Source: an optimization exercise on an open RTL-to-GDS flow (aim: small area and a short achievable clock period). Production flows keep margins and buffers that such runs may drop. No functional check of the RTL was part of any run shown here. Power is estimated from default activity; no workload was simulated.

## flow/design.v (module list and top-level ports; edited modules follow where they fit)
// module pipeline_sum: 522 lines
module pipeline_sum (
    input clk,
    input [15:0] a, b,
    output [31:0] r
);
  // ...
==> flow/flow/run.sh <==
#!/bin/bash
set -euo pipefail
MARGIN=25.5
PLAT="$FLOW_HOME/platforms/sky130hd/config.mk"
BASE=$(sed -n '/^export DONT_USE_CELLS += /,/^#/p' "$PLAT" | grep -o 'sky130_fd_sc_hd__[a-z0-9_]*' | tr '\n' ' ')
EXTRA=""
for c in maj3_1 maj3_2 maj3_4 fa_1 fa_2 fa_4 fah_1 fahcin_1 fahcon_1 ha_1 ha_2 ha_4; do
  EXTRA="$EXTRA sky130_fd_sc_hd__$c"
done
bash standard.sh SETUP_SLACK_MARGIN=$MARGIN SETUP_MOVE_SEQUENCE=sizeup,swap SKIP_GATE_CLONING=1 \
  "BUFFER_PORTS_ARGS=-buffer_cell sky130_fd_sc_hd__buf_1" \
  "DONT_USE_CELLS=$BASE$EXTRA" finish > make_finish.log 2>&1
==> flow/standard.sh <==
#!/bin/bash
# synth_recipe.tcl (not shown) runs the flow's synth.tcl, then flattens the netlist and writes it again
# the make line also repeats each setting of config.mk as NAME=value (left out here)
make -C /OpenROAD-flow-scripts/flow DESIGN_CONFIG=/design/flow/config.mk WORK_HOME=/design/flow/orfs CLKGATE_MAP_FILE= SYNTH_SCRIPT=/design/flow/synth_recipe.tcl "${@:-finish}"
==> flow/config.mk <==
export PLATFORM = sky130hd
export DESIGN_NAME = pipeline_sum
export DESIGN_NICKNAME = pipeline_sum
export VERILOG_FILES = /design/flow/design.v
export SDC_FILE = /design/flow/constraint.sdc
export NUM_CORES = 4
export LEC_CHECK = 0
export ABC_AREA = 1
export CAP_MARGIN = 20
export CORE_MARGIN = 2
export CORE_UTILIZATION = 55
export SLEW_MARGIN = 20
==> flow/constraint.sdc <==
create_clock -name core_clock -period 36.0 [get_ports {clk}]
set_input_delay 7.2000 -clock core_clock [delete_from_list [all_inputs] [get_ports {clk}]]
set_output_delay 7.2000 -clock core_clock [all_outputs]
set_load 0.01 [all_outputs]
==> impl_metrics.yaml, run 1 <==
status:
  outcome: "no timing/DRC/antenna violations"
sta:
  fin_skew_ns: 0.009384
  rsz0062_at_grt: "false"
layout:
  largest_class: "multi-input combinational cells"
  syn_to_final_growth_pct: 3.872
  multi_input_gates: 1402
  seq_area_sq_um: 2233
  final_cell_mix: "nand2_1, nor2_1, inv_1, nand3_1, xor2_1"
grt:
  grt_use_total: 0.2638
worst_setup_path:
  crit_fanout: 4
  cp-start-kind: "flip-flop"
  rrSetupSlack_ns: 26.68
  crit_path_frequent_cell: "nand2_1"
  critPathArrivalTime_ns: 2.18
  cpPeakStageDelay_ns: 0.33
synth:
  syn_inst: 1813
  synthSimpleGateAreaFrac: 0.4069
  synth_commonest_cells: "nand2_1, nor2_1, inv_1, nand3_1, xor2_1"
  synth_cell_types: 71
  async_flop_share: 0
  yosysTopAreaCellShare: 0.1987
pwr:
  seq_power_uw: 148
drt:
  detail_route.wirelength_mm: 28.20
  num_vias: 10630
placement:
  post_dp_cell_area_sq_um: 11240
  portBuffers: 50
clock_tree:
  htree_levels: 3
die:
  die-area_sq_um: 21490
==> module pipeline_sum, before the edit <==
module pipeline_sum (
    input clk,
    input [15:0] a, b,
    output [31:0] r
);
  wire [0:0] s0_r15_t = a[15:15];
  wire s0_r15_hz = ~(|b[15:1]);
  wire [1:0] s0_r15_bo;
  assign s0_r15_bo[0] = 1'b0;
  assign s0_r15_bo[1] = (s0_r15_t[0] ^ b[0]) ? b[0] : s0_r15_bo[0];
  wire s0_r15_q = s0_r15_hz & ~s0_r15_bo[1];
  wire [0:0] s0_r15_d;
  assign s0_r15_d[0] = s0_r15_t[0] ^ (s0_r15_q & (b[0] ^ s0_r15_bo[0]));
  wire [15:0] s0_r15_ra = {s0_r15_d, a[14:0]};
  wire [1:0] s0_r14_t = s0_r15_ra[15:14];
  wire s0_r14_hz = ~(|b[15:2]);
  wire [2:0] s0_r14_bo;
  assign s0_r14_bo[0] = 1'b0;
  assign s0_r14_bo[1] = (s0_r14_t[0] ^ b[0]) ? b[0] : s0_r14_bo[0];
  assign s0_r14_bo[2] = (s0_r14_t[1] ^ b[1]) ? b[1] : s0_r14_bo[1];
  wire s0_r14_q = s0_r14_hz & ~s0_r14_bo[2];
  wire [1:0] s0_r14_d;
  assign s0_r14_d[0] = s0_r14_t[0] ^ (s0_r14_q & (b[0] ^ s0_r14_bo[0]));
  assign s0_r14_d[1] = s0_r14_t[1] ^ (s0_r14_q & (b[1] ^ s0_r14_bo[1]));
  wire [15:0] s0_r14_ra = {s0_r14_d, s0_r15_ra[13:0]};
  wire [2:0] s0_r13_t = s0_r14_ra[15:13];
  wire s0_r13_hz = ~(|b[15:3]);
  wire [3:0] s0_r13_bo;
  assign s0_r13_bo[0] = 1'b0;
  assign s0_r13_bo[1] = (s0_r13_t[0] ^ b[0]) ? b[0] : s0_r13_bo[0];
  assign s0_r13_bo[2] = (s0_r13_t[1] ^ b[1]) ? b[1] : s0_r13_bo[1];
  assign s0_r13_bo[3] = (s0_r13_t[2] ^ b[2]) ? b[2] : s0_r13_bo[2];
  wire s0_r13_q = s0_r13_hz & ~s0_r13_bo[3];
  wire [2:0] s0_r13_d;
  assign s0_r13_d[0] = s0_r13_t[0] ^ (s0_r13_q & (b[0] ^ s0_r13_bo[0]));
  assign s0_r13_d[1] = s0_r13_t[1] ^ (s0_r13_q & (b[1] ^ s0_r13_bo[1]));
  assign s0_r13_d[2] = s0_r13_t[2] ^ (s0_r13_q & (b[2] ^ s0_r13_bo[2]));
  wire [15:0] s0_r13_ra = {s0_r13_d, s0_r14_ra[12:0]};
  reg [15:0] ra_c1;
  reg [15:0] bb_c1;
  reg [2:0] ah_c1;
  reg q15_c1;
  reg q14_c1;
  reg q13_c1;
  always_ff @(posedge clk) begin
    ra_c1 <= s0_r13_ra;
    bb_c1 <= b;
    ah_c1 <= a[15:13];
    q15_c1 <= s0_r15_q;
    q14_c1 <= s0_r14_q;
    q13_c1 <= s0_r13_q;
  end
  wire [3:0] s1_r12_t = ra_c1[15:12];
  wire s1_r12_hz = ~(|bb_c1[15:4]);
  wire [4:0] s1_r12_bo;
  assign s1_r12_bo[0] = 1'b0;
  assign s1_r12_bo[1] = (s1_r12_t[0] ^ bb_c1[0]) ? bb_c1[0] : s1_r12_bo[0];
  assign s1_r12_bo[2] = (s1_r12_t[1] ^ bb_c1[1]) ? bb_c1[1] : s1_r12_bo[1];
  assign s1_r12_bo[3] = (s1_r12_t[2] ^ bb_c1[2]) ? bb_c1[2] : s1_r12_bo[2];
  assign s1_r12_bo[4] = (s1_r12_t[3] ^ bb_c1[3]) ? bb_c1[3] : s1_r12_bo[3];
  wire s1_r12_q = s1_r12_hz & ~s1_r12_bo[4];
  wire [3:0] s1_r12_d;
  assign s1_r12_d[0] = s1_r12_t[0] ^ (s1_r12_q & (bb_c1[0] ^ s1_r12_bo[0]));
  assign s1_r12_d[1] = s1_r12_t[1] ^ (s1_r12_q & (bb_c1[1] ^ s1_r12_bo[1]));
  assign s1_r12_d[2] = s1_r12_t[2] ^ (s1_r12_q & (bb_c1[2] ^ s1_r12_bo[2]));
  assign s1_r12_d[3] = s1_r12_t[3] ^ (s1_r12_q & (bb_c1[3] ^ s1_r12_bo[3]));
  wire [15:0] s1_r12_ra = {s1_r12_d, ra_c1[11:0]};
  wire [4:0] s1_r11_t = s1_r12_ra[15:11];
  wire s1_r11_hz = ~(|bb_c1[15:5]);
  wire [5:0] s1_r11_bo;
  assign s1_r11_bo[0] = 1'b0;
  assign s1_r11_bo[1] = (s1_r11_t[0] ^ bb_c1[0]) ? bb_c1[0] : s1_r11_bo[0];
  assign s1_r11_bo[2] = (s1_r11_t[1] ^ bb_c1[1]) ? bb_c1[1] : s1_r11_bo[1];
  assign s1_r11_bo[3] = (s1_r11_t[2] ^ bb_c1[2]) ? bb_c1[2] : s1_r11_bo[2];
  assign s1_r11_bo[4] = (s1_r11_t[3] ^ bb_c1[3]) ? bb_c1[3] : s1_r11_bo[3];
  assign s1_r11_bo[5] = (s1_r11_t[4] ^ bb_c1[4]) ? bb_c1[4] : s1_r11_bo[4];
  wire s1_r11_q = s1_r11_hz & ~s1_r11_bo[5];
  wire [4:0] s1_r11_d;
  assign s1_r11_d[0] = s1_r11_t[0] ^ (s1_r11_q & (bb_c1[0] ^ s1_r11_bo[0]));
  assign s1_r11_d[1] = s1_r11_t[1] ^ (s1_r11_q & (bb_c1[1] ^ s1_r11_bo[1]));
  assign s1_r11_d[2] = s1_r11_t[2] ^ (s1_r11_q & (bb_c1[2] ^ s1_r11_bo[2]));
  assign s1_r11_d[3] = s1_r11_t[3] ^ (s1_r11_q & (bb_c1[3] ^ s1_r11_bo[3]));
  assign s1_r11_d[4] = s1_r11_t[4] ^ (s1_r11_q & (bb_c1[4] ^ s1_r11_bo[4]));
  wire [15:0] s1_r11_ra = {s1_r11_d, s1_r12_ra[10:0]};
  wire [5:0] s1_r10_t = s1_r11_ra[15:10];
  wire s1_r10_hz = ~(|bb_c1[15:6]);
  wire [6:0] s1_r10_bo;
  assign s1_r10_bo[0] = 1'b0;
  assign s1_r10_bo[1] = (s1_r10_t[0] ^ bb_c1[0]) ? bb_c1[0] : s1_r10_bo[0];
  assign s1_r10_bo[2] = (s1_r10_t[1] ^ bb_c1[1]) ? bb_c1[1] : s1_r10_bo[1];
  assign s1_r10_bo[3] = (s1_r10_t[2] ^ bb_c1[2]) ? bb_c1[2] : s1_r10_bo[2];
  assign s1_r10_bo[4] = (s1_r10_t[3] ^ bb_c1[3]) ? bb_c1[3] : s1_r10_bo[3];
  assign s1_r10_bo[5] = (s1_r10_t[4] ^ bb_c1[4]) ? bb_c1[4] : s1_r10_bo[4];
  assign s1_r10_bo[6] = (s1_r10_t[5] ^ bb_c1[5]) ? bb_c1[5] : s1_r10_bo[5];
  wire s1_r10_q = s1_r10_hz & ~s1_r10_bo[6];
  wire [5:0] s1_r10_d;
  assign s1_r10_d[0] = s1_r10_t[0] ^ (s1_r10_q & (bb_c1[0] ^ s1_r10_bo[0]));
  assign s1_r10_d[1] = s1_r10_t[1] ^ (s1_r10_q & (bb_c1[1] ^ s1_r10_bo[1]));
  assign s1_r10_d[2] = s1_r10_t[2] ^ (s1_r10_q & (bb_c1[2] ^ s1_r10_bo[2]));
  assign s1_r10_d[3] = s1_r10_t[3] ^ (s1_r10_q & (bb_c1[3] ^ s1_r10_bo[3]));
  assign s1_r10_d[4] = s1_r10_t[4] ^ (s1_r10_q & (bb_c1[4] ^ s1_r10_bo[4]));
  assign s1_r10_d[5] = s1_r10_t[5] ^ (s1_r10_q & (bb_c1[5] ^ s1_r10_bo[5]));
  wire [15:0] s1_r10_ra = {s1_r10_d, s1_r11_ra[9:0]};
  wire [6:0] s1_r9_t = s1_r10_ra[15:9];
  wire s1_r9_hz = ~(|bb_c1[15:7]);
  wire [7:0] s1_r9_bo;
  assign s1_r9_bo[0] = 1'b0;
  assign s1_r9_bo[1] = (s1_r9_t[0] ^ bb_c1[0]) ? bb_c1[0] : s1_r9_bo[0];
  assign s1_r9_bo[2] = (s1_r9_t[1] ^ bb_c1[1]) ? bb_c1[1] : s1_r9_bo[1];
  assign s1_r9_bo[3] = (s1_r9_t[2] ^ bb_c1[2]) ? bb_c1[2] : s1_r9_bo[2];
  assign s1_r9_bo[4] = (s1_r9_t[3] ^ bb_c1[3]) ? bb_c1[3] : s1_r9_bo[3];
  assign s1_r9_bo[5] = (s1_r9_t[4] ^ bb_c1[4]) ? bb_c1[4] : s1_r9_bo[4];
  assign s1_r9_bo[6] = (s1_r9_t[5] ^ bb_c1[5]) ? bb_c1[5] : s1_r9_bo[5];
  assign s1_r9_bo[7] = (s1_r9_t[6] ^ bb_c1[6]) ? bb_c1[6] : s1_r9_bo[6];
  wire s1_r9_q = s1_r9_hz & ~s1_r9_bo[7];
  wire [6:0] s1_r9_d;
  assign s1_r9_d[0] = s1_r9_t[0] ^ (s1_r9_q & (bb_c1[0] ^ s1_r9_bo[0]));
  assign s1_r9_d[1] = s1_r9_t[1] ^ (s1_r9_q & (bb_c1[1] ^ s1_r9_bo[1]));
  assign s1_r9_d[2] = s1_r9_t[2] ^ (s1_r9_q & (bb_c1[2] ^ s1_r9_bo[2]));
  assign s1_r9_d[3] = s1_r9_t[3] ^ (s1_r9_q & (bb_c1[3] ^ s1_r9_bo[3]));
  assign s1_r9_d[4] = s1_r9_t[4] ^ (s1_r9_q & (bb_c1[4] ^ s1_r9_bo[4]));
  assign s1_r9_d[5] = s1_r9_t[5] ^ (s1_r9_q & (bb_c1[5] ^ s1_r9_bo[5]));
  assign s1_r9_d[6] = s1_r9_t[6] ^ (s1_r9_q & (bb_c1[6] ^ s1_r9_bo[6]));
  wire [15:0] s1_r9_ra = {s1_r9_d, s1_r10_ra[8:0]};
  wire [7:0] s1_r8_t = s1_r9_ra[15:8];
  wire s1_r8_hz = ~(|bb_c1[15:8]);
  wire [8:0] s1_r8_bo;
  assign s1_r8_bo[0] = 1'b0;
  assign s1_r8_bo[1] = (s1_r8_t[0] ^ bb_c1[0]) ? bb_c1[0] : s1_r8_bo[0];
  assign s1_r8_bo[2] = (s1_r8_t[1] ^ bb_c1[1]) ? bb_c1[1] : s1_r8_bo[1];
  assign s1_r8_bo[3] = (s1_r8_t[2] ^ bb_c1[2]) ? bb_c1[2] : s1_r8_bo[2];
  assign s1_r8_bo[4] = (s1_r8_t[3] ^ bb_c1[3]) ? bb_c1[3] : s1_r8_bo[3];
  assign s1_r8_bo[5] = (s1_r8_t[4] ^ bb_c1[4]) ? bb_c1[4] : s1_r8_bo[4];
  assign s1_r8_bo[6] = (s1_r8_t[5] ^ bb_c1[5]) ? bb_c1[5] : s1_r8_bo[5];
  assign s1_r8_bo[7] = (s1_r8_t[6] ^ bb_c1[6]) ? bb_c1[6] : s1_r8_bo[6];
  assign s1_r8_bo[8] = (s1_r8_t[7] ^ bb_c1[7]) ? bb_c1[7] : s1_r8_bo[7];
  wire s1_r8_q = s1_r8_hz & ~s1_r8_bo[8];
  wire [7:0] s1_r8_d;
  assign s1_r8_d[0] = s1_r8_t[0] ^ (s1_r8_q & (bb_c1[0] ^ s1_r8_bo[0]));
  assign s1_r8_d[1] = s1_r8_t[1] ^ (s1_r8_q & (bb_c1[1] ^ s1_r8_bo[1]));
  assign s1_r8_d[2] = s1_r8_t[2] ^ (s1_r8_q & (bb_c1[2] ^ s1_r8_bo[2]));
  assign s1_r8_d[3] = s1_r8_t[3] ^ (s1_r8_q & (bb_c1[3] ^ s1_r8_bo[3]));
  assign s1_r8_d[4] = s1_r8_t[4] ^ (s1_r8_q & (bb_c1[4] ^ s1_r8_bo[4]));
  assign s1_r8_d[5] = s1_r8_t[5] ^ (s1_r8_q & (bb_c1[5] ^ s1_r8_bo[5]));
  assign s1_r8_d[6] = s1_r8_t[6] ^ (s1_r8_q & (bb_c1[6] ^ s1_r8_bo[6]));
  assign s1_r8_d[7] = s1_r8_t[7] ^ (s1_r8_q & (bb_c1[7] ^ s1_r8_bo[7]));
  wire [15:0] s1_r8_ra = {s1_r8_d, s1_r9_ra[7:0]};
  wire [8:0] s1_r7_t = s1_r8_ra[15:7];
  wire s1_r7_hz = ~(|bb_c1[15:9]);
  wire [9:0] s1_r7_bo;
  assign s1_r7_bo[0] = 1'b0;
  assign s1_r7_bo[1] = (s1_r7_t[0] ^ bb_c1[0]) ? bb_c1[0] : s1_r7_bo[0];
  assign s1_r7_bo[2] = (s1_r7_t[1] ^ bb_c1[1]) ? bb_c1[1] : s1_r7_bo[1];
  assign s1_r7_bo[3] = (s1_r7_t[2] ^ bb_c1[2]) ? bb_c1[2] : s1_r7_bo[2];
  assign s1_r7_bo[4] = (s1_r7_t[3] ^ bb_c1[3]) ? bb_c1[3] : s1_r7_bo[3];
  assign s1_r7_bo[5] = (s1_r7_t[4] ^ bb_c1[4]) ? bb_c1[4] : s1_r7_bo[4];
  assign s1_r7_bo[6] = (s1_r7_t[5] ^ bb_c1[5]) ? bb_c1[5] : s1_r7_bo[5];
  assign s1_r7_bo[7] = (s1_r7_t[6] ^ bb_c1[6]) ? bb_c1[6] : s1_r7_bo[6];
  assign s1_r7_bo[8] = (s1_r7_t[7] ^ bb_c1[7]) ? bb_c1[7] : s1_r7_bo[7];
  assign s1_r7_bo[9] = (s1_r7_t[8] ^ bb_c1[8]) ? bb_c1[8] : s1_r7_bo[8];
  wire s1_r7_q = s1_r7_hz & ~s1_r7_bo[9];
  wire [8:0] s1_r7_d;
  assign s1_r7_d[0] = s1_r7_t[0] ^ (s1_r7_q & (bb_c1[0] ^ s1_r7_bo[0]));
  assign s1_r7_d[1] = s1_r7_t[1] ^ (s1_r7_q & (bb_c1[1] ^ s1_r7_bo[1]));
  assign s1_r7_d[2] = s1_r7_t[2] ^ (s1_r7_q & (bb_c1[2] ^ s1_r7_bo[2]));
  assign s1_r7_d[3] = s1_r7_t[3] ^ (s1_r7_q & (bb_c1[3] ^ s1_r7_bo[3]));
  assign s1_r7_d[4] = s1_r7_t[4] ^ (s1_r7_q & (bb_c1[4] ^ s1_r7_bo[4]));
  assign s1_r7_d[5] = s1_r7_t[5] ^ (s1_r7_q & (bb_c1[5] ^ s1_r7_bo[5]));
  assign s1_r7_d[6] = s1_r7_t[6] ^ (s1_r7_q & (bb_c1[6] ^ s1_r7_bo[6]));
  assign s1_r7_d[7] = s1_r7_t[7] ^ (s1_r7_q & (bb_c1[7] ^ s1_r7_bo[7]));
  assign s1_r7_d[8] = s1_r7_t[8] ^ (s1_r7_q & (bb_c1[8] ^ s1_r7_bo[8]));
  wire [15:0] s1_r7_ra = {s1_r7_d, s1_r8_ra[6:0]};
  wire [9:0] s1_r6_t = s1_r7_ra[15:6];
  wire s1_r6_hz = ~(|bb_c1[15:10]);
  wire [10:0] s1_r6_bo;
  assign s1_r6_bo[0] = 1'b0;
  assign s1_r6_bo[1] = (s1_r6_t[0] ^ bb_c1[0]) ? bb_c1[0] : s1_r6_bo[0];
  assign s1_r6_bo[2] = (s1_r6_t[1] ^ bb_c1[1]) ? bb_c1[1] : s1_r6_bo[1];
  assign s1_r6_bo[3] = (s1_r6_t[2] ^ bb_c1[2]) ? bb_c1[2] : s1_r6_bo[2];
  assign s1_r6_bo[4] = (s1_r6_t[3] ^ bb_c1[3]) ? bb_c1[3] : s1_r6_bo[3];
  assign s1_r6_bo[5] = (s1_r6_t[4] ^ bb_c1[4]) ? bb_c1[4] : s1_r6_bo[4];
  assign s1_r6_bo[6] = (s1_r6_t[5] ^ bb_c1[5]) ? bb_c1[5] : s1_r6_bo[5];
  assign s1_r6_bo[7] = (s1_r6_t[6] ^ bb_c1[6]) ? bb_c1[6] : s1_r6_bo[6];
  assign s1_r6_bo[8] = (s1_r6_t[7] ^ bb_c1[7]) ? bb_c1[7] : s1_r6_bo[7];
  assign s1_r6_bo[9] = (s1_r6_t[8] ^ bb_c1[8]) ? bb_c1[8] : s1_r6_bo[8];
  assign s1_r6_bo[10] = (s1_r6_t[9] ^ bb_c1[9]) ? bb_c1[9] : s1_r6_bo[9];
  wire s1_r6_q = s1_r6_hz & ~s1_r6_bo[10];
  wire [9:0] s1_r6_d;
  assign s1_r6_d[0] = s1_r6_t[0] ^ (s1_r6_q & (bb_c1[0] ^ s1_r6_bo[0]));
  assign s1_r6_d[1] = s1_r6_t[1] ^ (s1_r6_q & (bb_c1[1] ^ s1_r6_bo[1]));
  assign s1_r6_d[2] = s1_r6_t[2] ^ (s1_r6_q & (bb_c1[2] ^ s1_r6_bo[2]));
  assign s1_r6_d[3] = s1_r6_t[3] ^ (s1_r6_q & (bb_c1[3] ^ s1_r6_bo[3]));
  assign s1_r6_d[4] = s1_r6_t[4] ^ (s1_r6_q & (bb_c1[4] ^ s1_r6_bo[4]));
  assign s1_r6_d[5] = s1_r6_t[5] ^ (s1_r6_q & (bb_c1[5] ^ s1_r6_bo[5]));
  assign s1_r6_d[6] = s1_r6_t[6] ^ (s1_r6_q & (bb_c1[6] ^ s1_r6_bo[6]));
  assign s1_r6_d[7] = s1_r6_t[7] ^ (s1_r6_q & (bb_c1[7] ^ s1_r6_bo[7]));
  assign s1_r6_d[8] = s1_r6_t[8] ^ (s1_r6_q & (bb_c1[8] ^ s1_r6_bo[8]));
  assign s1_r6_d[9] = s1_r6_t[9] ^ (s1_r6_q & (bb_c1[9] ^ s1_r6_bo[9]));
  wire [15:0] s1_r6_ra = {s1_r6_d, s1_r7_ra[5:0]};
  wire [10:0] s1_r5_t = s1_r6_ra[15:5];
  wire s1_r5_hz = ~(|bb_c1[15:11]);
  wire [11:0] s1_r5_bo;
  assign s1_r5_bo[0] = 1'b0;
  assign s1_r5_bo[1] = (s1_r5_t[0] ^ bb_c1[0]) ? bb_c1[0] : s1_r5_bo[0];
  assign s1_r5_bo[2] = (s1_r5_t[1] ^ bb_c1[1]) ? bb_c1[1] : s1_r5_bo[1];
  assign s1_r5_bo[3] = (s1_r5_t[2] ^ bb_c1[2]) ? bb_c1[2] : s1_r5_bo[2];
  assign s1_r5_bo[4] = (s1_r5_t[3] ^ bb_c1[3]) ? bb_c1[3] : s1_r5_bo[3];
  assign s1_r5_bo[5] = (s1_r5_t[4] ^ bb_c1[4]) ? bb_c1[4] : s1_r5_bo[4];
  assign s1_r5_bo[6] = (s1_r5_t[5] ^ bb_c1[5]) ? bb_c1[5] : s1_r5_bo[5];
  assign s1_r5_bo[7] = (s1_r5_t[6] ^ bb_c1[6]) ? bb_c1[6] : s1_r5_bo[6];
  assign s1_r5_bo[8] = (s1_r5_t[7] ^ bb_c1[7]) ? bb_c1[7] : s1_r5_bo[7];
  assign s1_r5_bo[9] = (s1_r5_t[8] ^ bb_c1[8]) ? bb_c1[8] : s1_r5_bo[8];
  assign s1_r5_bo[10] = (s1_r5_t[9] ^ bb_c1[9]) ? bb_c1[9] : s1_r5_bo[9];
  assign s1_r5_bo[11] = (s1_r5_t[10] ^ bb_c1[10]) ? bb_c1[10] : s1_r5_bo[10];
  wire [11:5] s1_r5_s_gu;
  assign s1_r5_s_gu[5] = 1'b0;
  assign s1_r5_s_gu[6] = (s1_r5_t[5] ^ bb_c1[5]) ? bb_c1[5] : s1_r5_s_gu[5];
  assign s1_r5_s_gu[7] = (s1_r5_t[6] ^ bb_c1[6]) ? bb_c1[6] : s1_r5_s_gu[6];
  assign s1_r5_s_gu[8] = (s1_r5_t[7] ^ bb_c1[7]) ? bb_c1[7] : s1_r5_s_gu[7];
  assign s1_r5_s_gu[9] = (s1_r5_t[8] ^ bb_c1[8]) ? bb_c1[8] : s1_r5_s_gu[8];
  assign s1_r5_s_gu[10] = (s1_r5_t[9] ^ bb_c1[9]) ? bb_c1[9] : s1_r5_s_gu[9];
  assign s1_r5_s_gu[11] = (s1_r5_t[10] ^ bb_c1[10]) ? bb_c1[10] : s1_r5_s_gu[10];
  wire s1_r5_s_pu = ~(|(s1_r5_t[10:5] ^ {bb_c1[10], bb_c1[9], bb_c1[8], bb_c1[7], bb_c1[6], bb_c1[5]}));
  wire s1_r5_bf = s1_r5_s_gu[11] | (s1_r5_s_pu & s1_r5_bo[5]);
  wire s1_r5_q = s1_r5_hz & ~s1_r5_bf;
  wire [10:0] s1_r5_d;
  assign s1_r5_d[0] = s1_r5_t[0] ^ (s1_r5_q & (bb_c1[0] ^ s1_r5_bo[0]));
  assign s1_r5_d[1] = s1_r5_t[1] ^ (s1_r5_q & (bb_c1[1] ^ s1_r5_bo[1]));
  assign s1_r5_d[2] = s1_r5_t[2] ^ (s1_r5_q & (bb_c1[2] ^ s1_r5_bo[2]));
  assign s1_r5_d[3] = s1_r5_t[3] ^ (s1_r5_q & (bb_c1[3] ^ s1_r5_bo[3]));
  assign s1_r5_d[4] = s1_r5_t[4] ^ (s1_r5_q & (bb_c1[4] ^ s1_r5_bo[4]));
  assign s1_r5_d[5] = s1_r5_t[5] ^ (s1_r5_q & (bb_c1[5] ^ s1_r5_bo[5]));
  assign s1_r5_d[6] = s1_r5_t[6] ^ (s1_r5_q & (bb_c1[6] ^ s1_r5_bo[6]));
  assign s1_r5_d[7] = s1_r5_t[7] ^ (s1_r5_q & (bb_c1[7] ^ s1_r5_bo[7]));
  assign s1_r5_d[8] = s1_r5_t[8] ^ (s1_r5_q & (bb_c1[8] ^ s1_r5_bo[8]));
  assign s1_r5_d[9] = s1_r5_t[9] ^ (s1_r5_q & (bb_c1[9] ^ s1_r5_bo[9]));
  assign s1_r5_d[10] = s1_r5_t[10] ^ (s1_r5_q & (bb_c1[10] ^ s1_r5_bo[10]));
  wire [15:0] s1_r5_ra = {s1_r5_d, s1_r6_ra[4:0]};
  reg [15:0] ra_c2;
  reg [15:0] bb_c2;
  reg [10:0] ah_c2;
  reg q15_c2;
  reg q14_c2;
  reg q13_c2;
  reg q12_c2;
  reg q11_c2;
  reg q10_c2;
  reg q9_c2;
  reg q8_c2;
  reg q7_c2;
  reg q6_c2;
  reg q5_c2;
  always_ff @(posedge clk) begin
    ra_c2 <= s1_r5_ra;
    bb_c2 <= bb_c1;
    ah_c2 <= {ah_c1, ra_c1[12:5]};
    q15_c2 <= q15_c1;
    q14_c2 <= q14_c1;
    q13_c2 <= q13_c1;
    q12_c2 <= s1_r12_q;
    q11_c2 <= s1_r11_q;
    q10_c2 <= s1_r10_q;
    q9_c2 <= s1_r9_q;
    q8_c2 <= s1_r8_q;
    q7_c2 <= s1_r7_q;
    q6_c2 <= s1_r6_q;
    q5_c2 <= s1_r5_q;
  end
  wire [15:0] xa = {ah_c2, ra_c2[4:0]};
  wire [15:0] sh = (bb_c2[15:4] == 12'd0) ? (xa << bb_c2[3:0]) : 16'd0;
  wire [17:0] xs = {2'b0, xa | bb_c2} + {2'b0, xa ^ bb_c2} + {2'b0, sh};
  wire [17:0] ym2 = xs + {1'b0, 1'b0, q15_c2, q14_c2, q13_c2, q12_c2, q11_c2, q10_c2, q9_c2, q8_c2, q7_c2, q6_c2, q5_c2, 1'b0, 1'b0, 1'b0, 1'b0, 1'b0};
  wire [11:0] s2_r4_t = ra_c2[15:4];
  wire s2_r4_hz = ~(|bb_c2[15:12]);
  wire [12:0] s2_r4_bo;
  assign s2_r4_bo[0] = 1'b0;
  assign s2_r4_bo[1] = (s2_r4_t[0] ^ bb_c2[0]) ? bb_c2[0] : s2_r4_bo[0];
  assign s2_r4_bo[2] = (s2_r4_t[1] ^ bb_c2[1]) ? bb_c2[1] : s2_r4_bo[1];
  assign s2_r4_bo[3] = (s2_r4_t[2] ^ bb_c2[2]) ? bb_c2[2] : s2_r4_bo[2];
  assign s2_r4_bo[4] = (s2_r4_t[3] ^ bb_c2[3]) ? bb_c2[3] : s2_r4_bo[3];
  assign s2_r4_bo[5] = (s2_r4_t[4] ^ bb_c2[4]) ? bb_c2[4] : s2_r4_bo[4];
  assign s2_r4_bo[6] = (s2_r4_t[5] ^ bb_c2[5]) ? bb_c2[5] : s2_r4_bo[5];
  assign s2_r4_bo[7] = (s2_r4_t[6] ^ bb_c2[6]) ? bb_c2[6] : s2_r4_bo[6];
  assign s2_r4_bo[8] = (s2_r4_t[7] ^ bb_c2[7]) ? bb_c2[7] : s2_r4_bo[7];
  assign s2_r4_bo[9] = (s2_r4_t[8] ^ bb_c2[8]) ? bb_c2[8] : s2_r4_bo[8];
  assign s2_r4_bo[10] = (s2_r4_t[9] ^ bb_c2[9]) ? bb_c2[9] : s2_r4_bo[9];
  assign s2_r4_bo[11] = (s2_r4_t[10] ^ bb_c2[10]) ? bb_c2[10] : s2_r4_bo[10];
  assign s2_r4_bo[12] = (s2_r4_t[11] ^ bb_c2[11]) ? bb_c2[11] : s2_r4_bo[11];
  wire [12:6] s2_r4_s_gu;
  assign s2_r4_s_gu[6] = 1'b0;
  assign s2_r4_s_gu[7] = (s2_r4_t[6] ^ bb_c2[6]) ? bb_c2[6] : s2_r4_s_gu[6];
  assign s2_r4_s_gu[8] = (s2_r4_t[7] ^ bb_c2[7]) ? bb_c2[7] : s2_r4_s_gu[7];
  assign s2_r4_s_gu[9] = (s2_r4_t[8] ^ bb_c2[8]) ? bb_c2[8] : s2_r4_s_gu[8];
  assign s2_r4_s_gu[10] = (s2_r4_t[9] ^ bb_c2[9]) ? bb_c2[9] : s2_r4_s_gu[9];
  assign s2_r4_s_gu[11] = (s2_r4_t[10] ^ bb_c2[10]) ? bb_c2[10] : s2_r4_s_gu[10];
  assign s2_r4_s_gu[12] = (s2_r4_t[11] ^ bb_c2[11]) ? bb_c2[11] : s2_r4_s_gu[11];
  wire s2_r4_s_pu = ~(|(s2_r4_t[11:6] ^ {bb_c2[11], bb_c2[10], bb_c2[9], bb_c2[8], bb_c2[7], bb_c2[6]}));
  wire s2_r4_bf = s2_r4_s_gu[12] | (s2_r4_s_pu & s2_r4_bo[6]);
  wire s2_r4_q = s2_r4_hz & ~s2_r4_bf;
  wire [11:0] s2_r4_d;
  assign s2_r4_d[0] = s2_r4_t[0] ^ (s2_r4_q & (bb_c2[0] ^ s2_r4_bo[0]));
  assign s2_r4_d[1] = s2_r4_t[1] ^ (s2_r4_q & (bb_c2[1] ^ s2_r4_bo[1]));
  assign s2_r4_d[2] = s2_r4_t[2] ^ (s2_r4_q & (bb_c2[2] ^ s2_r4_bo[2]));
  assign s2_r4_d[3] = s2_r4_t[3] ^ (s2_r4_q & (bb_c2[3] ^ s2_r4_bo[3]));
  assign s2_r4_d[4] = s2_r4_t[4] ^ (s2_r4_q & (bb_c2[4] ^ s2_r4_bo[4]));
  assign s2_r4_d[5] = s2_r4_t[5] ^ (s2_r4_q & (bb_c2[5] ^ s2_r4_bo[5]));
  assign s2_r4_d[6] = s2_r4_t[6] ^ (s2_r4_q & (bb_c2[6] ^ s2_r4_bo[6]));
  assign s2_r4_d[7] = s2_r4_t[7] ^ (s2_r4_q & (bb_c2[7] ^ s2_r4_bo[7]));
  assign s2_r4_d[8] = s2_r4_t[8] ^ (s2_r4_q & (bb_c2[8] ^ s2_r4_bo[8]));
  assign s2_r4_d[9] = s2_r4_t[9] ^ (s2_r4_q & (bb_c2[9] ^ s2_r4_bo[9]));
  assign s2_r4_d[10] = s2_r4_t[10] ^ (s2_r4_q & (bb_c2[10] ^ s2_r4_bo[10]));
  assign s2_r4_d[11] = s2_r4_t[11] ^ (s2_r4_q & (bb_c2[11] ^ s2_r4_bo[11]));
  wire [15:0] s2_r4_ra = {s2_r4_d, ra_c2[3:0]};
  wire [12:0] s2_r3_t = s2_r4_ra[15:3];
  wire s2_r3_hz = ~(|bb_c2[15:13]);
  wire [13:0] s2_r3_bo;
  assign s2_r3_bo[0] = 1'b0;
  assign s2_r3_bo[1] = (s2_r3_t[0] ^ bb_c2[0]) ? bb_c2[0] : s2_r3_bo[0];
  assign s2_r3_bo[2] = (s2_r3_t[1] ^ bb_c2[1]) ? bb_c2[1] : s2_r3_bo[1];
  assign s2_r3_bo[3] = (s2_r3_t[2] ^ bb_c2[2]) ? bb_c2[2] : s2_r3_bo[2];
  assign s2_r3_bo[4] = (s2_r3_t[3] ^ bb_c2[3]) ? bb_c2[3] : s2_r3_bo[3];
  assign s2_r3_bo[5] = (s2_r3_t[4] ^ bb_c2[4]) ? bb_c2[4] : s2_r3_bo[4];
  assign s2_r3_bo[6] = (s2_r3_t[5] ^ bb_c2[5]) ? bb_c2[5] : s2_r3_bo[5];
  assign s2_r3_bo[7] = (s2_r3_t[6] ^ bb_c2[6]) ? bb_c2[6] : s2_r3_bo[6];
  assign s2_r3_bo[8] = (s2_r3_t[7] ^ bb_c2[7]) ? bb_c2[7] : s2_r3_bo[7];
  assign s2_r3_bo[9] = (s2_r3_t[8] ^ bb_c2[8]) ? bb_c2[8] : s2_r3_bo[8];
  assign s2_r3_bo[10] = (s2_r3_t[9] ^ bb_c2[9]) ? bb_c2[9] : s2_r3_bo[9];
  assign s2_r3_bo[11] = (s2_r3_t[10] ^ bb_c2[10]) ? bb_c2[10] : s2_r3_bo[10];
  assign s2_r3_bo[12] = (s2_r3_t[11] ^ bb_c2[11]) ? bb_c2[11] : s2_r3_bo[11];
  assign s2_r3_bo[13] = (s2_r3_t[12] ^ bb_c2[12]) ? bb_c2[12] : s2_r3_bo[12];
  wire [13:6] s2_r3_s_gu;
  assign s2_r3_s_gu[6] = 1'b0;
  assign s2_r3_s_gu[7] = (s2_r3_t[6] ^ bb_c2[6]) ? bb_c2[6] : s2_r3_s_gu[6];
  assign s2_r3_s_gu[8] = (s2_r3_t[7] ^ bb_c2[7]) ? bb_c2[7] : s2_r3_s_gu[7];
  assign s2_r3_s_gu[9] = (s2_r3_t[8] ^ bb_c2[8]) ? bb_c2[8] : s2_r3_s_gu[8];
  assign s2_r3_s_gu[10] = (s2_r3_t[9] ^ bb_c2[9]) ? bb_c2[9] : s2_r3_s_gu[9];
  assign s2_r3_s_gu[11] = (s2_r3_t[10] ^ bb_c2[10]) ? bb_c2[10] : s2_r3_s_gu[10];
  assign s2_r3_s_gu[12] = (s2_r3_t[11] ^ bb_c2[11]) ? bb_c2[11] : s2_r3_s_gu[11];
  assign s2_r3_s_gu[13] = (s2_r3_t[12] ^ bb_c2[12]) ? bb_c2[12] : s2_r3_s_gu[12];
  wire s2_r3_s_pu = ~(|(s2_r3_t[12:6] ^ {bb_c2[12], bb_c2[11], bb_c2[10], bb_c2[9], bb_c2[8], bb_c2[7], bb_c2[6]}));
  wire s2_r3_bf = s2_r3_s_gu[13] | (s2_r3_s_pu & s2_r3_bo[6]);
  wire s2_r3_q = s2_r3_hz & ~s2_r3_bf;
  wire [12:0] s2_r3_d;
  assign s2_r3_d[0] = s2_r3_t[0] ^ (s2_r3_q & (bb_c2[0] ^ s2_r3_bo[0]));
  assign s2_r3_d[1] = s2_r3_t[1] ^ (s2_r3_q & (bb_c2[1] ^ s2_r3_bo[1]));
  assign s2_r3_d[2] = s2_r3_t[2] ^ (s2_r3_q & (bb_c2[2] ^ s2_r3_bo[2]));
  assign s2_r3_d[3] = s2_r3_t[3] ^ (s2_r3_q & (bb_c2[3] ^ s2_r3_bo[3]));
  assign s2_r3_d[4] = s2_r3_t[4] ^ (s2_r3_q & (bb_c2[4] ^ s2_r3_bo[4]));
  assign s2_r3_d[5] = s2_r3_t[5] ^ (s2_r3_q & (bb_c2[5] ^ s2_r3_bo[5]));
  assign s2_r3_d[6] = s2_r3_t[6] ^ (s2_r3_q & (bb_c2[6] ^ s2_r3_bo[6]));
  assign s2_r3_d[7] = s2_r3_t[7] ^ (s2_r3_q & (bb_c2[7] ^ s2_r3_bo[7]));
  assign s2_r3_d[8] = s2_r3_t[8] ^ (s2_r3_q & (bb_c2[8] ^ s2_r3_bo[8]));
  assign s2_r3_d[9] = s2_r3_t[9] ^ (s2_r3_q & (bb_c2[9] ^ s2_r3_bo[9]));
  assign s2_r3_d[10] = s2_r3_t[10] ^ (s2_r3_q & (bb_c2[10] ^ s2_r3_bo[10]));
  assign s2_r3_d[11] = s2_r3_t[11] ^ (s2_r3_q & (bb_c2[11] ^ s2_r3_bo[11]));
  assign s2_r3_d[12] = s2_r3_t[12] ^ (s2_r3_q & (bb_c2[12] ^ s2_r3_bo[12]));
  wire [15:0] s2_r3_ra = {s2_r3_d, s2_r4_ra[2:0]};
  wire [13:0] s2_r2_t = s2_r3_ra[15:2];
  wire s2_r2_hz = ~(|bb_c2[15:14]);
  wire [14:0] s2_r2_bo;
  assign s2_r2_bo[0] = 1'b0;
  assign s2_r2_bo[1] = (s2_r2_t[0] ^ bb_c2[0]) ? bb_c2[0] : s2_r2_bo[0];
  assign s2_r2_bo[2] = (s2_r2_t[1] ^ bb_c2[1]) ? bb_c2[1] : s2_r2_bo[1];
  assign s2_r2_bo[3] = (s2_r2_t[2] ^ bb_c2[2]) ? bb_c2[2] : s2_r2_bo[2];
  assign s2_r2_bo[4] = (s2_r2_t[3] ^ bb_c2[3]) ? bb_c2[3] : s2_r2_bo[3];
  assign s2_r2_bo[5] = (s2_r2_t[4] ^ bb_c2[4]) ? bb_c2[4] : s2_r2_bo[4];
  assign s2_r2_bo[6] = (s2_r2_t[5] ^ bb_c2[5]) ? bb_c2[5] : s2_r2_bo[5];
  assign s2_r2_bo[7] = (s2_r2_t[6] ^ bb_c2[6]) ? bb_c2[6] : s2_r2_bo[6];
  assign s2_r2_bo[8] = (s2_r2_t[7] ^ bb_c2[7]) ? bb_c2[7] : s2_r2_bo[7];
  assign s2_r2_bo[9] = (s2_r2_t[8] ^ bb_c2[8]) ? bb_c2[8] : s2_r2_bo[8];
  assign s2_r2_bo[10] = (s2_r2_t[9] ^ bb_c2[9]) ? bb_c2[9] : s2_r2_bo[9];
  assign s2_r2_bo[11] = (s2_r2_t[10] ^ bb_c2[10]) ? bb_c2[10] : s2_r2_bo[10];
  assign s2_r2_bo[12] = (s2_r2_t[11] ^ bb_c2[11]) ? bb_c2[11] : s2_r2_bo[11];
  assign s2_r2_bo[13] = (s2_r2_t[12] ^ bb_c2[12]) ? bb_c2[12] : s2_r2_bo[12];
  assign s2_r2_bo[14] = (s2_r2_t[13] ^ bb_c2[13]) ? bb_c2[13] : s2_r2_bo[13];
  wire [14:7] s2_r2_s_gu;
  assign s2_r2_s_gu[7] = 1'b0;
  assign s2_r2_s_gu[8] = (s2_r2_t[7] ^ bb_c2[7]) ? bb_c2[7] : s2_r2_s_gu[7];
  assign s2_r2_s_gu[9] = (s2_r2_t[8] ^ bb_c2[8]) ? bb_c2[8] : s2_r2_s_gu[8];
  assign s2_r2_s_gu[10] = (s2_r2_t[9] ^ bb_c2[9]) ? bb_c2[9] : s2_r2_s_gu[9];
  assign s2_r2_s_gu[11] = (s2_r2_t[10] ^ bb_c2[10]) ? bb_c2[10] : s2_r2_s_gu[10];
  assign s2_r2_s_gu[12] = (s2_r2_t[11] ^ bb_c2[11]) ? bb_c2[11] : s2_r2_s_gu[11];
  assign s2_r2_s_gu[13] = (s2_r2_t[12] ^ bb_c2[12]) ? bb_c2[12] : s2_r2_s_gu[12];
  assign s2_r2_s_gu[14] = (s2_r2_t[13] ^ bb_c2[13]) ? bb_c2[13] : s2_r2_s_gu[13];
  wire s2_r2_s_pu = ~(|(s2_r2_t[13:7] ^ {bb_c2[13], bb_c2[12], bb_c2[11], bb_c2[10], bb_c2[9], bb_c2[8], bb_c2[7]}));
  wire s2_r2_bf = s2_r2_s_gu[14] | (s2_r2_s_pu & s2_r2_bo[7]);
  wire s2_r2_q = s2_r2_hz & ~s2_r2_bf;
  wire [13:0] s2_r2_d;
  assign s2_r2_d[0] = s2_r2_t[0] ^ (s2_r2_q & (bb_c2[0] ^ s2_r2_bo[0]));
  assign s2_r2_d[1] = s2_r2_t[1] ^ (s2_r2_q & (bb_c2[1] ^ s2_r2_bo[1]));
  assign s2_r2_d[2] = s2_r2_t[2] ^ (s2_r2_q & (bb_c2[2] ^ s2_r2_bo[2]));
  assign s2_r2_d[3] = s2_r2_t[3] ^ (s2_r2_q & (bb_c2[3] ^ s2_r2_bo[3]));
  assign s2_r2_d[4] = s2_r2_t[4] ^ (s2_r2_q & (bb_c2[4] ^ s2_r2_bo[4]));
  assign s2_r2_d[5] = s2_r2_t[5] ^ (s2_r2_q & (bb_c2[5] ^ s2_r2_bo[5]));
  assign s2_r2_d[6] = s2_r2_t[6] ^ (s2_r2_q & (bb_c2[6] ^ s2_r2_bo[6]));
  assign s2_r2_d[7] = s2_r2_t[7] ^ (s2_r2_q & (bb_c2[7] ^ s2_r2_bo[7]));
  assign s2_r2_d[8] = s2_r2_t[8] ^ (s2_r2_q & (bb_c2[8] ^ s2_r2_bo[8]));
  assign s2_r2_d[9] = s2_r2_t[9] ^ (s2_r2_q & (bb_c2[9] ^ s2_r2_bo[9]));
  assign s2_r2_d[10] = s2_r2_t[10] ^ (s2_r2_q & (bb_c2[10] ^ s2_r2_bo[10]));
  assign s2_r2_d[11] = s2_r2_t[11] ^ (s2_r2_q & (bb_c2[11] ^ s2_r2_bo[11]));
  assign s2_r2_d[12] = s2_r2_t[12] ^ (s2_r2_q & (bb_c2[12] ^ s2_r2_bo[12]));
  assign s2_r2_d[13] = s2_r2_t[13] ^ (s2_r2_q & (bb_c2[13] ^ s2_r2_bo[13]));
  wire [15:0] s2_r2_ra = {s2_r2_d, s2_r3_ra[1:0]};
  wire [15:0] s2_x4_t = s2_r2_ra;
  wire [17:0] s2_x4_b1 = {2'b0, bb_c2};
  wire [17:0] s2_x4_b2 = {1'b0, bb_c2, 1'b0};
  wire [17:0] s2_x4_b3 = s2_x4_b1 + s2_x4_b2;
  wire [16:0] s2_x4_c1;
  assign s2_x4_c1[0] = 1'b0;
  assign s2_x4_c1[1] = (s2_x4_t[0] ^ s2_x4_b1[0]) ? s2_x4_b1[0] : s2_x4_c1[0];
  assign s2_x4_c1[2] = (s2_x4_t[1] ^ s2_x4_b1[1]) ? s2_x4_b1[1] : s2_x4_c1[1];
  assign s2_x4_c1[3] = (s2_x4_t[2] ^ s2_x4_b1[2]) ? s2_x4_b1[2] : s2_x4_c1[2];
  assign s2_x4_c1[4] = (s2_x4_t[3] ^ s2_x4_b1[3]) ? s2_x4_b1[3] : s2_x4_c1[3];
  assign s2_x4_c1[5] = (s2_x4_t[4] ^ s2_x4_b1[4]) ? s2_x4_b1[4] : s2_x4_c1[4];
  assign s2_x4_c1[6] = (s2_x4_t[5] ^ s2_x4_b1[5]) ? s2_x4_b1[5] : s2_x4_c1[5];
  assign s2_x4_c1[7] = (s2_x4_t[6] ^ s2_x4_b1[6]) ? s2_x4_b1[6] : s2_x4_c1[6];
  assign s2_x4_c1[8] = (s2_x4_t[7] ^ s2_x4_b1[7]) ? s2_x4_b1[7] : s2_x4_c1[7];
  assign s2_x4_c1[9] = (s2_x4_t[8] ^ s2_x4_b1[8]) ? s2_x4_b1[8] : s2_x4_c1[8];
  assign s2_x4_c1[10] = (s2_x4_t[9] ^ s2_x4_b1[9]) ? s2_x4_b1[9] : s2_x4_c1[9];
  assign s2_x4_c1[11] = (s2_x4_t[10] ^ s2_x4_b1[10]) ? s2_x4_b1[10] : s2_x4_c1[10];
  assign s2_x4_c1[12] = (s2_x4_t[11] ^ s2_x4_b1[11]) ? s2_x4_b1[11] : s2_x4_c1[11];
  assign s2_x4_c1[13] = (s2_x4_t[12] ^ s2_x4_b1[12]) ? s2_x4_b1[12] : s2_x4_c1[12];
  assign s2_x4_c1[14] = (s2_x4_t[13] ^ s2_x4_b1[13]) ? s2_x4_b1[13] : s2_x4_c1[13];
  assign s2_x4_c1[15] = (s2_x4_t[14] ^ s2_x4_b1[14]) ? s2_x4_b1[14] : s2_x4_c1[14];
  assign s2_x4_c1[16] = (s2_x4_t[15] ^ s2_x4_b1[15]) ? s2_x4_b1[15] : s2_x4_c1[15];
  wire [16:8] s2_x4_k1_gu;
  assign s2_x4_k1_gu[8] = 1'b0;
  assign s2_x4_k1_gu[9] = (s2_x4_t[8] ^ s2_x4_b1[8]) ? s2_x4_b1[8] : s2_x4_k1_gu[8];
  assign s2_x4_k1_gu[10] = (s2_x4_t[9] ^ s2_x4_b1[9]) ? s2_x4_b1[9] : s2_x4_k1_gu[9];
  assign s2_x4_k1_gu[11] = (s2_x4_t[10] ^ s2_x4_b1[10]) ? s2_x4_b1[10] : s2_x4_k1_gu[10];
  assign s2_x4_k1_gu[12] = (s2_x4_t[11] ^ s2_x4_b1[11]) ? s2_x4_b1[11] : s2_x4_k1_gu[11];
  assign s2_x4_k1_gu[13] = (s2_x4_t[12] ^ s2_x4_b1[12]) ? s2_x4_b1[12] : s2_x4_k1_gu[12];
  assign s2_x4_k1_gu[14] = (s2_x4_t[13] ^ s2_x4_b1[13]) ? s2_x4_b1[13] : s2_x4_k1_gu[13];
  assign s2_x4_k1_gu[15] = (s2_x4_t[14] ^ s2_x4_b1[14]) ? s2_x4_b1[14] : s2_x4_k1_gu[14];
  assign s2_x4_k1_gu[16] = (s2_x4_t[15] ^ s2_x4_b1[15]) ? s2_x4_b1[15] : s2_x4_k1_gu[15];
  wire s2_x4_k1_pu = ~(|(s2_x4_t[15:8] ^ {s2_x4_b1[15], s2_x4_b1[14], s2_x4_b1[13], s2_x4_b1[12], s2_x4_b1[11], s2_x4_b1[10], s2_x4_b1[9], s2_x4_b1[8]}));
  wire s2_x4_ge1 = ~(|s2_x4_b1[17:16]) & ~(s2_x4_k1_gu[16] | (s2_x4_k1_pu & s2_x4_c1[8]));
  wire [16:0] s2_x4_c2;
  assign s2_x4_c2[0] = 1'b0;
  assign s2_x4_c2[1] = (s2_x4_t[0] ^ s2_x4_b2[0]) ? s2_x4_b2[0] : s2_x4_c2[0];
  assign s2_x4_c2[2] = (s2_x4_t[1] ^ s2_x4_b2[1]) ? s2_x4_b2[1] : s2_x4_c2[1];
  assign s2_x4_c2[3] = (s2_x4_t[2] ^ s2_x4_b2[2]) ? s2_x4_b2[2] : s2_x4_c2[2];
  assign s2_x4_c2[4] = (s2_x4_t[3] ^ s2_x4_b2[3]) ? s2_x4_b2[3] : s2_x4_c2[3];
  assign s2_x4_c2[5] = (s2_x4_t[4] ^ s2_x4_b2[4]) ? s2_x4_b2[4] : s2_x4_c2[4];
  assign s2_x4_c2[6] = (s2_x4_t[5] ^ s2_x4_b2[5]) ? s2_x4_b2[5] : s2_x4_c2[5];
  assign s2_x4_c2[7] = (s2_x4_t[6] ^ s2_x4_b2[6]) ? s2_x4_b2[6] : s2_x4_c2[6];
  assign s2_x4_c2[8] = (s2_x4_t[7] ^ s2_x4_b2[7]) ? s2_x4_b2[7] : s2_x4_c2[7];
  assign s2_x4_c2[9] = (s2_x4_t[8] ^ s2_x4_b2[8]) ? s2_x4_b2[8] : s2_x4_c2[8];
  assign s2_x4_c2[10] = (s2_x4_t[9] ^ s2_x4_b2[9]) ? s2_x4_b2[9] : s2_x4_c2[9];
  assign s2_x4_c2[11] = (s2_x4_t[10] ^ s2_x4_b2[10]) ? s2_x4_b2[10] : s2_x4_c2[10];
  assign s2_x4_c2[12] = (s2_x4_t[11] ^ s2_x4_b2[11]) ? s2_x4_b2[11] : s2_x4_c2[11];
  assign s2_x4_c2[13] = (s2_x4_t[12] ^ s2_x4_b2[12]) ? s2_x4_b2[12] : s2_x4_c2[12];
  assign s2_x4_c2[14] = (s2_x4_t[13] ^ s2_x4_b2[13]) ? s2_x4_b2[13] : s2_x4_c2[13];
  assign s2_x4_c2[15] = (s2_x4_t[14] ^ s2_x4_b2[14]) ? s2_x4_b2[14] : s2_x4_c2[14];
  assign s2_x4_c2[16] = (s2_x4_t[15] ^ s2_x4_b2[15]) ? s2_x4_b2[15] : s2_x4_c2[15];
  wire [16:8] s2_x4_k2_gu;
  assign s2_x4_k2_gu[8] = 1'b0;
  assign s2_x4_k2_gu[9] = (s2_x4_t[8] ^ s2_x4_b2[8]) ? s2_x4_b2[8] : s2_x4_k2_gu[8];
  assign s2_x4_k2_gu[10] = (s2_x4_t[9] ^ s2_x4_b2[9]) ? s2_x4_b2[9] : s2_x4_k2_gu[9];
  assign s2_x4_k2_gu[11] = (s2_x4_t[10] ^ s2_x4_b2[10]) ? s2_x4_b2[10] : s2_x4_k2_gu[10];
  assign s2_x4_k2_gu[12] = (s2_x4_t[11] ^ s2_x4_b2[11]) ? s2_x4_b2[11] : s2_x4_k2_gu[11];
  assign s2_x4_k2_gu[13] = (s2_x4_t[12] ^ s2_x4_b2[12]) ? s2_x4_b2[12] : s2_x4_k2_gu[12];
  assign s2_x4_k2_gu[14] = (s2_x4_t[13] ^ s2_x4_b2[13]) ? s2_x4_b2[13] : s2_x4_k2_gu[13];
  assign s2_x4_k2_gu[15] = (s2_x4_t[14] ^ s2_x4_b2[14]) ? s2_x4_b2[14] : s2_x4_k2_gu[14];
  assign s2_x4_k2_gu[16] = (s2_x4_t[15] ^ s2_x4_b2[15]) ? s2_x4_b2[15] : s2_x4_k2_gu[15];
  wire s2_x4_k2_pu = ~(|(s2_x4_t[15:8] ^ {s2_x4_b2[15], s2_x4_b2[14], s2_x4_b2[13], s2_x4_b2[12], s2_x4_b2[11], s2_x4_b2[10], s2_x4_b2[9], s2_x4_b2[8]}));
  wire s2_x4_ge2 = ~(|s2_x4_b2[17:16]) & ~(s2_x4_k2_gu[16] | (s2_x4_k2_pu & s2_x4_c2[8]));
  wire [16:0] s2_x4_c3;
  assign s2_x4_c3[0] = 1'b0;
  assign s2_x4_c3[1] = (s2_x4_t[0] ^ s2_x4_b3[0]) ? s2_x4_b3[0] : s2_x4_c3[0];
  assign s2_x4_c3[2] = (s2_x4_t[1] ^ s2_x4_b3[1]) ? s2_x4_b3[1] : s2_x4_c3[1];
  assign s2_x4_c3[3] = (s2_x4_t[2] ^ s2_x4_b3[2]) ? s2_x4_b3[2] : s2_x4_c3[2];
  assign s2_x4_c3[4] = (s2_x4_t[3] ^ s2_x4_b3[3]) ? s2_x4_b3[3] : s2_x4_c3[3];
  assign s2_x4_c3[5] = (s2_x4_t[4] ^ s2_x4_b3[4]) ? s2_x4_b3[4] : s2_x4_c3[4];
  assign s2_x4_c3[6] = (s2_x4_t[5] ^ s2_x4_b3[5]) ? s2_x4_b3[5] : s2_x4_c3[5];
  assign s2_x4_c3[7] = (s2_x4_t[6] ^ s2_x4_b3[6]) ? s2_x4_b3[6] : s2_x4_c3[6];
  assign s2_x4_c3[8] = (s2_x4_t[7] ^ s2_x4_b3[7]) ? s2_x4_b3[7] : s2_x4_c3[7];
  assign s2_x4_c3[9] = (s2_x4_t[8] ^ s2_x4_b3[8]) ? s2_x4_b3[8] : s2_x4_c3[8];
  assign s2_x4_c3[10] = (s2_x4_t[9] ^ s2_x4_b3[9]) ? s2_x4_b3[9] : s2_x4_c3[9];
  assign s2_x4_c3[11] = (s2_x4_t[10] ^ s2_x4_b3[10]) ? s2_x4_b3[10] : s2_x4_c3[10];
  assign s2_x4_c3[12] = (s2_x4_t[11] ^ s2_x4_b3[11]) ? s2_x4_b3[11] : s2_x4_c3[11];
  assign s2_x4_c3[13] = (s2_x4_t[12] ^ s2_x4_b3[12]) ? s2_x4_b3[12] : s2_x4_c3[12];
  assign s2_x4_c3[14] = (s2_x4_t[13] ^ s2_x4_b3[13]) ? s2_x4_b3[13] : s2_x4_c3[13];
  assign s2_x4_c3[15] = (s2_x4_t[14] ^ s2_x4_b3[14]) ? s2_x4_b3[14] : s2_x4_c3[14];
  assign s2_x4_c3[16] = (s2_x4_t[15] ^ s2_x4_b3[15]) ? s2_x4_b3[15] : s2_x4_c3[15];
  wire [16:8] s2_x4_k3_gu;
  assign s2_x4_k3_gu[8] = 1'b0;
  assign s2_x4_k3_gu[9] = (s2_x4_t[8] ^ s2_x4_b3[8]) ? s2_x4_b3[8] : s2_x4_k3_gu[8];
  assign s2_x4_k3_gu[10] = (s2_x4_t[9] ^ s2_x4_b3[9]) ? s2_x4_b3[9] : s2_x4_k3_gu[9];
  assign s2_x4_k3_gu[11] = (s2_x4_t[10] ^ s2_x4_b3[10]) ? s2_x4_b3[10] : s2_x4_k3_gu[10];
  assign s2_x4_k3_gu[12] = (s2_x4_t[11] ^ s2_x4_b3[11]) ? s2_x4_b3[11] : s2_x4_k3_gu[11];
  assign s2_x4_k3_gu[13] = (s2_x4_t[12] ^ s2_x4_b3[12]) ? s2_x4_b3[12] : s2_x4_k3_gu[12];
  assign s2_x4_k3_gu[14] = (s2_x4_t[13] ^ s2_x4_b3[13]) ? s2_x4_b3[13] : s2_x4_k3_gu[13];
  assign s2_x4_k3_gu[15] = (s2_x4_t[14] ^ s2_x4_b3[14]) ? s2_x4_b3[14] : s2_x4_k3_gu[14];
  assign s2_x4_k3_gu[16] = (s2_x4_t[15] ^ s2_x4_b3[15]) ? s2_x4_b3[15] : s2_x4_k3_gu[15];
  wire s2_x4_k3_pu = ~(|(s2_x4_t[15:8] ^ {s2_x4_b3[15], s2_x4_b3[14], s2_x4_b3[13], s2_x4_b3[12], s2_x4_b3[11], s2_x4_b3[10], s2_x4_b3[9], s2_x4_b3[8]}));
  wire s2_x4_ge3 = ~(|s2_x4_b3[17:16]) & ~(s2_x4_k3_gu[16] | (s2_x4_k3_pu & s2_x4_c3[8]));
  wire s2_x4_q1 = s2_x4_ge2;
  wire s2_x4_q0 = s2_x4_q1 ? s2_x4_ge3 : s2_x4_ge1;
  wire [8:0] ml = {1'b0, ym2[7:0]} + {1'b0, 1'b0, 1'b0, 1'b0, s2_r4_q, s2_r3_q, s2_r2_q, 1'b0, 1'b0};
  wire lc1 = ml[0] & s2_x4_q0;
  wire lc2 = (ml[1] & s2_x4_q1) | ((ml[1] | s2_x4_q1) & lc1);
  wire [8:0] lo7;
  assign lo7[0] = ml[0] ^ s2_x4_q0;
  assign lo7[1] = ml[1] ^ s2_x4_q1 ^ lc1;
  assign lo7[2] = ml[2] ^ (lc2 & (1'b1));
  assign lo7[3] = ml[3] ^ (lc2 & (&ml[2:2]));
  assign lo7[4] = ml[4] ^ (lc2 & (&ml[3:2]));
  assign lo7[5] = ml[5] ^ (lc2 & (&ml[4:2]));
  assign lo7[6] = ml[6] ^ (lc2 & (&ml[5:2]));
  assign lo7[7] = ml[7] ^ (lc2 & (&ml[6:2]));
  assign lo7[8] = ml[8] ^ (lc2 & (&ml[7:2]));
  wire [9:0] h0 = ym2[17:8];
  reg [8:0] lo_c3;
  reg [9:0] hi_c3;
  always_ff @(posedge clk) begin
    lo_c3 <= lo7;
    hi_c3 <= h0;
  end
  wire [9:0] hs = hi_c3 + {9'd0, lo_c3[8]};
  assign r = {14'd0, hs, lo_c3[7:0]};
endmodule
==> inputs of run 2 (changes only) <==
--- a/flow/design.v
+++ b/flow/design.v
@@ -497,10 +497,10 @@
   wire s2_x4_ge3 = ~(|s2_x4_b3[17:16]) & ~(s2_x4_k3_gu[16] | (s2_x4_k3_pu & s2_x4_c3[8]));
   wire s2_x4_q1 = s2_x4_ge2;
   wire s2_x4_q0 = s2_x4_q1 ? s2_x4_ge3 : s2_x4_ge1;
-  wire [8:0] ml = {1'b0, ym2[7:0]} + {1'b0, 1'b0, 1'b0, 1'b0, s2_r4_q, s2_r3_q, s2_r2_q, 1'b0, 1'b0};
+  wire [6:0] ml = {1'b0, ym2[5:0]} + {1'b0, 1'b0, s2_r4_q, s2_r3_q, s2_r2_q, 1'b0, 1'b0};
   wire lc1 = ml[0] & s2_x4_q0;
   wire lc2 = (ml[1] & s2_x4_q1) | ((ml[1] | s2_x4_q1) & lc1);
-  wire [8:0] lo7;
+  wire [6:0] lo7;
   assign lo7[0] = ml[0] ^ s2_x4_q0;
   assign lo7[1] = ml[1] ^ s2_x4_q1 ^ lc1;
   assign lo7[2] = ml[2] ^ (lc2 & (1'b1));
@@ -508,15 +508,13 @@
   assign lo7[4] = ml[4] ^ (lc2 & (&ml[3:2]));
   assign lo7[5] = ml[5] ^ (lc2 & (&ml[4:2]));
   assign lo7[6] = ml[6] ^ (lc2 & (&ml[5:2]));
-  assign lo7[7] = ml[7] ^ (lc2 & (&ml[6:2]));
-  assign lo7[8] = ml[8] ^ (lc2 & (&ml[7:2]));
-  wire [9:0] h0 = ym2[17:8];
-  reg [8:0] lo_c3;
-  reg [9:0] hi_c3;
+  wire [11:0] h0 = ym2[17:6];
+  reg [6:0] lo_c3;
+  reg [11:0] hi_c3;
   always_ff @(posedge clk) begin
     lo_c3 <= lo7;
     hi_c3 <= h0;
   end
-  wire [9:0] hs = hi_c3 + {9'd0, lo_c3[8]};
-  assign r = {14'd0, hs, lo_c3[7:0]};
+  wire [11:0] hs = hi_c3 + {11'd0, lo_c3[6]};
+  assign r = {14'd0, hs, lo_c3[5:0]};
 endmodule
==> flow/flow/run.sh (replaced) <==
#!/bin/bash
set -euo pipefail
MARGIN=25.5
bash standard.sh SETUP_SLACK_MARGIN=$MARGIN SETUP_MOVE_SEQUENCE=sizeup,swap SKIP_GATE_CLONING=1 \
  "BUFFER_PORTS_ARGS=-buffer_cell sky130_fd_sc_hd__buf_1" finish > make_finish.log 2>&1
==> impl_metrics.yaml, run 2 <==
sta:
  worst_slew_pin_slew_ns: 0.8674
  hold_ws_ns: 0.3345
  final-hold-violation-count: 0
  finalCritPeriodShare: 0.2659
  slew_headroom: 0.4196
  finalMaxSlewViolations: 0
  final.setup.tns_ns: 0
  min_period_ns: 9.572
  fin_skew_ns: 0.01833
  max_freq_ghz: 0.1045
  finalSetupViolCount: 0
  rsz0062_at_grt: "false"
pwr:
  power.leakage_nw: 5.882
  max-vdd-ir-drop_v: 0.00002284
  power_density_nw_per_um2: 35.47
clock_tree:
  clockRootBuffer: "clkbuf_16"
  insertion_delay_ns: 0.37
  cts_sinks: 111
  htree_levels: 3
  clk_pin_slew_ns: 0.09
  cts_buffers: 9
  post_cts_buffers: 0
  clockBufferDepth: 2
  cts-hold-fix-buffers: 0
  cts_tree: "done"
placement:
  hpwl_mm: 22.49
  portBuffers: 50
  gp_congestion: 0.9142
worst_setup_path:
  critPathArrivalTime_ns: 9.82
  crit_start: "bb_c2[1]"
  crit_path_frequent_cell: "nand2_1"
  crit_fanout: 23
  cp-start-kind: "flip-flop"
  reg2reg_from: "bb_c2[1]"
  endpoint_kind: "flip-flop"
  cpPeakStageDelay_ns: 0.41
  worstSetupPathType: "reg2reg"
  crit_required_ns: 36.25
  cpMaxStageDelayCell: "a21boi_4"
drt:
  routed_via_density: 5.157
  detail_route.wirelength_mm: 27.81
  drt-wirelength-per-cell_microns: 14.34
  detail-route-antenna-nets: 0
  remaining_drc_errors: 0
  dr.pass1.iters: 5
  num_vias: 10010
  drt-initial-drc-count: 647
synth:
  synth_edf_count: 0
  yosysWarnings: 1
  async_flop_share: 0
  post-synth-top-count-cell: "nand2_1"
  syn_inst: 1637
  synth_commonest_cells: "nand2_1, inv_1, nand3_1, nor2_1, dfxtp_1"
  synth_cell_types: 67
  yosys.area.top_type: "dfxtp_1"
  ys_seq_area_frac: 0.1948
  syn_area_per_cell_sq_um: 6.968
  netlist_area_sq_um: 11410
  synth_flop_cell: "dfxtp_1"
  yosysTopAreaCellShare: 0.1948
  synth.area.top_cells: "dfxtp_1, nand2_1, xor2_1"
  ys_ff_latch: 111
grt:
  antenna_found_initial: 1
  grt_use_total: 0.2586
  grt_pass1_wl_mm: 45.58
  grt_overflow: 0
  grt_max_degree: 31
  grt_pass1_vias: 9313
die:
  rows: 52
  core-area_sq_um: 20300
  dieHeight_microns: 148.0
  io_pins: 65
  floorplan.initialDensity: 0.5619
  die_w_microns: 148.0
  die-area_sq_um: 21910
layout:
  final_common_cell: "nand2_1"
  final_nets: 1802
  fin_util: 0.5996
  drive_above_1_share: 0.1126
  final_cell_mix: "nand2_1, inv_1, nand3_1, nor2_1, dfxtp_1"
  n_fill_cell: 1984
  syn_to_final_growth_pct: 6.702
flow_run:
  drv_cap: 0
min_path:
  hold_path.class: "reg2reg"
  hold_start: "ra_c1[0]"
status:
  outcome: "no timing/DRC/antenna violations"
==> run 2: cell count changes in the layout (fill, tap and decap cells not counted), moves of 20 or more <==
cell     delta
nor2_1    -103
ha_1       +75
a21oi_1    +20
xnor2_1    -20
o21ai_0    +21
nand2_1   -148
fa_1       +30
inv_1      +20
nand3_1    -26
==> run 2: routing by layer <==
layer  track usage  vias to the layer above  share of wire
met4       0.07333                        0          0.025
met3       0.04198                       49          0.046
met1        0.3296                     4495           0.45
met2        0.4519                      241           0.48
met5             0                        -              0
li1              -                     5220              -
==> run 2: cells by family (layout without fill, tap and decap cells) <==
kind of cell	after synthesis	after routing	synth area share
compound gates	199	199	0.1008
xor+xnor	148	148	0.1300
fa+ha+maj	110	110	0.1393
buf+inv	317	336	0.1219
flops	111	111	0.1948
mux	2	2	0.001755
other cells	1	15	0.0003287
simple gates	749	749	0.3112
==> run 2: worst max-delay path, delay by kind of cell, from the launching register on <==
family / cells / cell delay, ns
adders and majority gates: 5 / 1.71
xor gates and xnor gates: 4 / 0.97
AOI/OAI and AO/OA: 18 / 2.82
and+or+nand+nor: 25 / 2.73
buffers and inverters: 7 / 0.81
DFF: 1 / 0.37
==> run 2: timing repair <==
action | CTS | global route
resized for setup | 4 | 42
pin swaps | 0 | 6
setup endpoints to repair | 7 | 17
==> run 2: through the flow <==
| stage | total power [mW] | instances | setup WS (ns) | cell area, sq um |
|---|---|---|---|---|
| after floorplan | 0.2886 | 1650 | 26.92 | 11460 |
| after global placement | 0.3203 | 1923 | 24.76 | 11650 |
| after detailed placement | 0.3213 | 1923 | 24.40 | 11650 |
| after CTS | 0.4313 | 1939 | 25.50 | 12000 |
| after global routing | 0.4658 | 1939 | 25.42 | 12170 |
| final | 0.4318 | 1940 | 26.43 | 12170 |
==> run 2: area by class of cell <==
class                   instances  area (sq um)  share of cell area
diodes                          1         2.502           0.0002056
clock buffers                   9         225.2             0.01850
clock inverters                 7         108.9            0.008943
inverters                     266          1041             0.08553
multi-input cells            1222          7995              0.6569
flip-flops and latches        111          2231              0.1833
well taps                     270         337.8             0.02775
repair buffers                 54         230.2             0.01891
==> run 2: worst paths after layout <==
path	slack (ns)	endpoint	cells past startpoint
worst max register to register	26.43	lo_c3[5]	59
worst min-delay path	0.33	ra_c2[0]	0
worst min register to register	0.33	ra_c2[0]	0
worst max-delay path	26.43	lo_c3[5]	59
==> run 2: report_power, final <==
part,total [mW],switching (mW),internal (mW)
clock,0.109,0.0570,0.0518
sequential,0.151,0.0131,0.138
combinational,0.172,0.106,0.0654

## what the ideal ports hide
Ports are ideal in the flow. The routed layouts listed here were re-timed in OpenROAD. Step 1 (the two cells are an assumption about what drives the block):
set clk [get_ports {clk}]
set_driving_cell -lib_cell sky130_fd_sc_hd__clkbuf_16 $clk
set_driving_cell -lib_cell sky130_fd_sc_hd__buf_2 [delete_from_list [all_inputs] $clk]
Step 2 times the ports against the registers' clock, not the clock port: input delays grow and output delays shrink by t, the midpoint of the rising clock arrivals with the driver on. Slacks: ideal ports / drivers / drivers and shift; pairs: ideal ports / drivers.
run	shift t [ns]	setup slack, ns	clock arrival spread, ns	worst register clock-pin slew, ns
run 1	0.407	26.621 / 26.570 / 26.249	0.010 / 0.010	0.08 / 0.08
run 2	0.411	26.428 / 26.428 / 26.174	0.018 / 0.018	0.10 / 0.10
After both steps setup and hold are still met in every run listed. The setup slack of run 1, which loses most, moves by -0.051 ns with the drivers and by -0.372 ns with both steps.
